What follows belongs to an exercise in optimizing a design on an open flow for a short achievable clock period, few clock cycles and low power; a production flow would make more cautious choices.
The RTL was checked by simulation tests, not by an equivalence proof against the original design.
Power figures rest on the tool's default switching activity, not on a simulated workload.

**run.sh**
```bash
#!/bin/bash
# synth_recipe.tcl (not shown) runs the flow's synth.tcl, then flattens the netlist and writes it again
# the make line also repeats each setting of config.mk as NAME=value (left out here)
make -C /OpenROAD-flow-scripts/flow DESIGN_CONFIG=/design/flow/config.mk WORK_HOME=/design/flow/orfs CLKGATE_MAP_FILE= SYNTH_SCRIPT=/design/flow/synth_recipe.tcl finish
```
**constraint.sdc**
```tcl
create_clock -name core_clock -period 7.5 [get_ports {clk}]
set_input_delay 1.5000 -clock core_clock [delete_from_list [all_inputs] [get_ports {clk}]]
set_output_delay 1.5000 -clock core_clock [all_outputs]
set_load 0.01 [all_outputs]
```
**design.v**
```verilog
module pfx_add #(parameter N = 32, parameter L = 5) (a, b, ci, s, co);
  input  [N-1:0] a, b;
  input          ci;
  output [N-1:0] s;
  output         co;
  wire [N-1:0] g [0:L];
  wire [N-1:0] p [0:L];
  wire [N-1:0] x = a ^ b;
  assign g[0] = (a & b) | {{(N-1){1'b0}}, x[0] & ci};
  assign p[0] = x;
  genvar k, i;
  generate
    for (k = 0; k < L; k = k + 1) begin : lvl
      for (i = 0; i < N; i = i + 1) begin : col
        if (i >= (1 << k)) begin : op
          assign g[k+1][i] = g[k][i] | (p[k][i] & g[k][i - (1 << k)]);
          assign p[k+1][i] = p[k][i] & p[k][i - (1 << k)];
        end else begin : pass
          assign g[k+1][i] = g[k][i];
          assign p[k+1][i] = p[k][i];
        end
      end
    end
  endgenerate
  assign s  = x ^ {g[L][N-2:0], ci};
  assign co = g[L][N-1];
endmodule
module reg_file (clk, rst, we, wa, wd, ra1, ra2, rd1, rd2);
  input clk, rst, we;
  input [4:0] wa, ra1, ra2;
  input [31:0] wd;
  output [31:0] rd1, rd2;
  wire [32*32-1:0] q;
  reg  [31:1] v;
  wire [31:0] val = {v, 1'b0};
  assign q[31:0] = 32'd0;
  genvar g;
  generate
    for (g = 1; g < 32; g = g + 1) begin : R
      reg [31:0] d;
      always @(posedge clk)
        if (we && wa == g) d <= wd;
      assign q[g*32 +: 32] = d;
    end
  endgenerate
  always @(posedge clk) begin
    if (rst) v <= 31'd0;
    else if (we && wa != 5'd0) v[wa] <= 1'b1;
  end
  assign rd1 = q[ra1*32 +: 32] & {32{val[ra1]}};
  assign rd2 = q[ra2*32 +: 32] & {32{val[ra2]}};
endmodule
module mips_multi_cycle (rst, clk, memwrite, memread, adr, inst, writedata);
  input rst, clk;
  output [31:0] adr, writedata;
  input [31:0] inst;
  output memread, memwrite;
  reg [10:0] seq_r;               
  reg [10:0] tgt_r;               
  reg [10:0] ea_r;                
  reg        s_seq, s_tgt, s_ea;
  reg        mc;                  
  reg        mw;                  
  wire [10:0] cur = ({11{s_seq}} & seq_r) | ({11{s_tgt}} & tgt_r) | ({11{s_ea}} & ea_r);
  reg        xv;                  
  reg        x_lw;                
  reg [31:0] A;                   
  reg [31:0] B;                   
  reg        x_sub, x_and, x_or, x_slt;
  reg [4:0]  x_wa;                
  wire [31:0] s;
  wire        co;
  pfx_add #(32, 5) ADD(.a(A), .b(B), .ci(x_sub), .s(s), .co(co));
  wire [31:0] y  = x_and ? (A & B) :
                   x_or  ? (A | B) :
                   x_slt ? {31'd0, ~co} : s;
  wire        we = xv | (mc & x_lw);
  wire [31:0] wd = mc ? inst : y;
  wire [5:0] op = inst[31:26];
  wire [4:0] rs = inst[25:21];
  wire [4:0] rt = inst[20:16];
  wire [4:0] rd = inst[15:11];
  wire [5:0] fn = inst[5:0];
  wire [15:0] imm = inst[15:0];
  wire is_r    = (op == 6'h00);
  wire is_addi = (op == 6'h09);
  wire is_slti = (op == 6'h0A);
  wire is_lw   = (op == 6'h23);
  wire is_sw   = (op == 6'h2B);
  wire is_beq  = (op == 6'h04);
  wire is_j    = (op == 6'h02);
  wire is_jal  = (op == 6'h03);
  wire is_jr   = (op == 6'h06);
  wire f_add = (fn == 6'h20);
  wire f_sub = (fn == 6'h23);
  wire f_or  = (fn == 6'h25);
  wire f_slt = (fn == 6'h2A);
  wire use_imm = is_addi | is_slti;
  wire [4:0] nwa = is_r ? rd : (is_jal ? 5'd31 : rt);
  wire alu_we = (is_r | is_addi | is_slti | is_jal) & (nwa != 5'd0);
  wire [31:0] rv1, rv2;
  reg_file RF(.clk(clk), .rst(rst), .we(we), .wa(x_wa), .wd(wd),
              .ra1(rs), .ra2(rt), .rd1(rv1), .rd2(rv2));
  wire hz_rs = xv & (x_wa == rs);
  wire hz_rt = xv & (x_wa == rt);
  wire [31:0] a = hz_rs ? y : rv1;
  wire [31:0] b = hz_rt ? y : rv2;
  wire [11:0] pc4 = {1'b0, cur} + 12'd1;
  wire [12:0] ea;
  wire [10:0] btgt;
  pfx_add #(13, 4) EA(.a(a[12:0]), .b(imm[12:0] & {13{~is_jr}}), .ci(1'b0), .s(ea), .co());
  pfx_add #(11, 4) BT(.a(pc4[10:0]), .b(imm[10:0]), .ci(1'b0), .s(btgt), .co());
  wire        eq  = (a == b);
  wire        n_ea  = is_lw | is_sw | is_jr;
  wire        n_tgt = is_j | is_jal | (is_beq & eq);
  wire [31:0] na = is_jal ? 32'd0 : a;
  wire [31:0] nb = use_imm ? {{16{imm[15]}}, imm} :
                   is_jal  ? {18'd0, pc4, 2'b00} : b;
  wire        nsub = (is_r & (f_sub | f_slt)) | is_slti;
  wire go = ~mc;                  
  always @(posedge clk) begin
    if (go) begin
      A     <= na;
      B     <= nb ^ {32{nsub}};
      x_sub <= nsub;
      x_and <= is_r & ~(f_add | f_sub | f_or | f_slt);
      x_or  <= is_r & f_or;
      x_slt <= (is_r & f_slt) | is_slti;
      x_wa  <= nwa;
      x_lw  <= is_lw & (rt != 5'd0);
      tgt_r <= (is_j | is_jal) ? inst[10:0] : btgt;
      ea_r  <= ea[12:2];
    end
    if (rst) begin
      seq_r <= 11'd0;
      s_seq <= 1'b1;
      s_tgt <= 1'b0;
      s_ea  <= 1'b0;
      mc    <= 1'b0;
      mw    <= 1'b0;
      xv    <= 1'b0;
    end else if (mc) begin
      s_seq <= 1'b1;
      s_tgt <= 1'b0;
      s_ea  <= 1'b0;
      mc    <= 1'b0;
      mw    <= 1'b0;
      xv    <= 1'b0;
    end else begin
      seq_r <= pc4[10:0];
      s_seq <= ~(n_ea | n_tgt);
      s_tgt <= n_tgt;
      s_ea  <= n_ea;
      mc    <= is_lw | is_sw;
      mw    <= is_sw;
      xv    <= alu_we;
    end
  end
  assign memwrite  = mw;
  assign memread   = ~mw;
  assign adr       = {19'd0, cur, 2'b00};
  assign writedata = B;             
endmodule
```
**config.mk**
```make
export PLATFORM = sky130hd
export DESIGN_NAME = mips_multi_cycle
export DESIGN_NICKNAME = mips_multi_cycle
export VERILOG_FILES = /design/flow/design.v
export SDC_FILE = /design/flow/constraint.sdc
export NUM_CORES = 4
export LEC_CHECK = 0
export CAP_MARGIN = 20
export CORE_MARGIN = 2
export CORE_UTILIZATION = 40
export PLACE_DENSITY = 0.6
export SETUP_SLACK_MARGIN = 4
export SLEW_MARGIN = 20
```
==> flow_summary.toml <==
[run_status]
status = "finished clean"

[placed_design]
portBuffers = 78
dp.cells = 5832
gp_congestion = 0.924
dp_hpwl_mm = 125

[finish]
diodes = 0
area_delta_synth_final_pct = 21.9
layout_common_cells = "edfxtp_1, mux4_2, buf_4"
stdcell_count = 6291
final_layout_size_suffix_gt1_share_pct = 34.8
final_common_cell = "edfxtp_1"
nets = 4403

[logic_synthesis]
syn_area_um2 = 59400
yosysWarnings = 5
async_flop_share_pct = 0
synthCells = 3953
ys_seq_area_share_pct = 56.6
syn_area_per_cell_um2 = 15.0
synth_seq_cells = 1136
synth_edf_count = 1088
synth_ff_type = "edfxtp_1"
ys_types = 89

[die]
die_x_um = 389
coreArea_um2 = 148000
die_area_um2 = 152000
pin_count = 100
die_h_um = 389
start_util_pct = 40.2
rows = 141

[setup_path]
worstRegToRegCells = 13
rr_startpoint = "x_or"
worstPathArrival_ps = 4990
ff2ff_setup_slack_ps = 3070
crit_fanout = 19
worst_ep_required_time_ps = 8000
rr_endpoint = "ea_r[7]"
critPathLaunchType = "primary input"
end_kind = "register"
worst-setup-path-type = "primary input to register"

[timing]
fmax_mhz = 223
final.min_clock_period_ps = 4490
rsz0062_at_grt = "true"
fin_tns_setup_ps = 0
clock_skew_ps = 42.5
worst_slew_pin_slew_ps = 1160
maxSlewViolCount = 0
slew_headroom_pct = 22.6
finalSetupViolCount = 0
min_period_over_period_pct = 59.9
finalHoldViolations = 0

[min_path]
holdCritPathClass = "register to register"
holdPathEnd = "seq_r[10]"
min_path_cells = 2
hold_start = "seq_r[10]"

[routing]
drt-total-wl_mm = 224
vias = 41800
drt_iter0_drc = 5892
drc = 0
firstDrtPassIters = 8
routedWlPerCell_um = 35.6
ant_nets = 0
viasPerCell = 6.64

[pwr]
internal_power_mw = 12.0
clkPwrFrac_pct = 37.9
pwr-share-seq_pct = 45.4
max-vdd-ir-drop_mv = 0.182
power_density_nw_per_um2 = 224
p_sw_share_pct = 26.3
p_comb_share_pct = 16.7
p_switching_mw = 4.26
power_leakage_nw = 24.9

[clock_tree]
clk_latency_ps = 770
cts.sinks = 1136
ctsLongestPathBuffers = 3
clk_pin_slew_ps = 60
cts_tree = "yes"
htree_levels = 3
clock-root-buffer = "clkbuf_16"
numCtsBuffers = 115

[global_routing]
grt_overflow = 0
grt_max_degree = 82
grt_pass1_wl_mm = 304
antenna_found_initial = 6
grt_use_total_pct = 28.4
grt_pass1_vias = 39400

[job]
cap_violations = 0
==> flip-flops by register name, summed over array words and instances, names as in the netlist, 5 cells and up <==
register  flops
RF.R.d      992
A            32
B            32
RF.v         31
ea_r         11
seq_r        11
tgt_r        11
x_wa          5
==> power by group through the flow <==
stage / clock (mW) / sequential [mW] / combinational (mW)
5_1_grt: 6.41 / 7.38 / 2.82
6_report: 6.14 / 7.38 / 2.71
3_5_place_dp: 0 / 7.52 / 2.02
2_1_floorplan: 0 / 7.50 / 1.34
3_3_place_gp: 0 / 7.52 / 2.00
4_1_cts: 6.17 / 7.38 / 2.37
==> cell usage after synthesis (all sizes together) (40+ instances only) <==
library cell	instances	area share, %
dfxtp	48	1.6
o21ai	126	1.1
a22oi	80	1.0
buf	165	1.9
mux4	463	18
a21oi	179	1.5
nor3	59	0.50
nand2	202	1.3
clkbuf	135	0.86
inv	112	0.71
edfxtp	1088	55
xnor2	53	0.78
xor2	51	0.75
ha	99	2.1
nor2	243	1.5
mux2	93	1.8
nand3	44	0.37
mux2i	132	2.2
and2	40	0.42
a221oi	57	0.84
==> logic make-up (layout without fill, tap and decap cells) <==
family | count (synthesis) | count (layout) | share of synthesized area (%)
flops | 1136 | 1136 | 56.6
simple gates | 756 | 759 | 6.03
compound gates | 753 | 763 | 8.64
mux | 688 | 692 | 21.6
buf+inv | 413 | 784 | 3.44
xor+xnor | 104 | 104 | 1.53
fa+ha+maj | 102 | 102 | 2.19
other cells | 1 | 21 | 0.00631
==> layout make-up <==
type	count	area, um2
clock inverter	80	973
tap	1930	2410
clock buffer	131	2960
fill	12300	75300
timing repair inverter	1	5.00
inverter	113	453
multi-input combinational	2441	26500
sequential	1136	33600
timing repair buffer	459	5390
==> worst max-delay path by stage <==
stage,start,slack [ps],endpoint,cells after the start
final,inst[22],3010,ea_r[10],14
after detailed placement,inst[21],1090,s_seq,14
after global placement,inst[17],1130,s_seq,14
after global routing,inst[22],2990,ea_r[10],14
after CTS,inst[21],3060,s_seq,14
after floorplan,inst[21],2300,ea_r[10],18
==> critical path: stages <==
cell,delay (ps)
buf_16,160
buf_4,330
mux2_2,370
a22oi_1,240
o21ai_0,210
a221oi_4,480
o22ai_2,180
ha_1,430
inv_1,120
o21ai_2,200
and3_4,220
a31oi_1,110
a211o_1,280
xnor2_1,130
==> layer usage <==
metal / GRT usage (%) / routed length [um] / vias up
li1: - / - / 16700
met1: 36.2 / 79800 / 21500
met2: 45.6 / 103000 / 2923
met3: 6.69 / 26900 / 664
met4: 13.8 / 14300 / 8
met5: 0 / 60 / -
==> through the flow <==
stage | hold slack [ps] | util (%) | setup WS [ps] | total power [mW] | cell area (um2)
3_3_place_gp | 450 | 42.5 | 1130 | 9.52 | 62800
2_1_floorplan | 440 | - | 2300 | 8.84 | 60600
5_1_grt | 483 | 49.0 | 2990 | 16.6 | 72400
3_5_place_dp | 452 | 42.6 | 1090 | 9.55 | 62900
6_report | 462 | 49.0 | 3010 | 16.2 | 72400
4_1_cts | 462 | 47.4 | 3060 | 15.9 | 70100
==> repair_timing <==
| item | in CTS | in global routing |
|---|---|---|
| pin swaps | 69 | 102 |
| setup endpoints to repair | 913 | 797 |
| endpoints found under the hold margin | 0 | 0 |
| gates cloned | 31 | 20 |
| hold buffers | 0 | 0 |
| buffers inserted | 101 | 95 |
| resized for setup | 353 | 266 |
Testbench counts, summed over its fixed seeds: cycles 64,912.

-- static timing again, ports no longer ideal --
The flow's constraints put no driver on any port. The routed layout listed below was extracted and timed again, unchanged, in two steps.
Step 1 sets driving cells, clkbuf_16 on the clock port and buf_2 on the other inputs (assumed; they add their load-dependent delay and slew).
Step 2 adds t to the input delays and takes it off the output delays; t is the mean of the earliest and latest rising clock arrival at the registers after step 1. Input paths then give back, and output paths get back, about the clock's delay inside the block.
Slacks: no drivers / after step 1 / after step 2; pairs: no drivers / after step 1.
shift t [ns]: 0.825
setup slack, ns: 3.010 / 2.594 / 1.769
worst setup path after step 2: input to register
clock arrival spread, ns: 0.042 / 0.043
slew at the worst register clock pin (ns): 0.07 / 0.07
After both steps setup and hold are still met in this run. For this run, drivers alone change the setup slack by -0.416 ns; drivers and shift together by -1.241 ns.
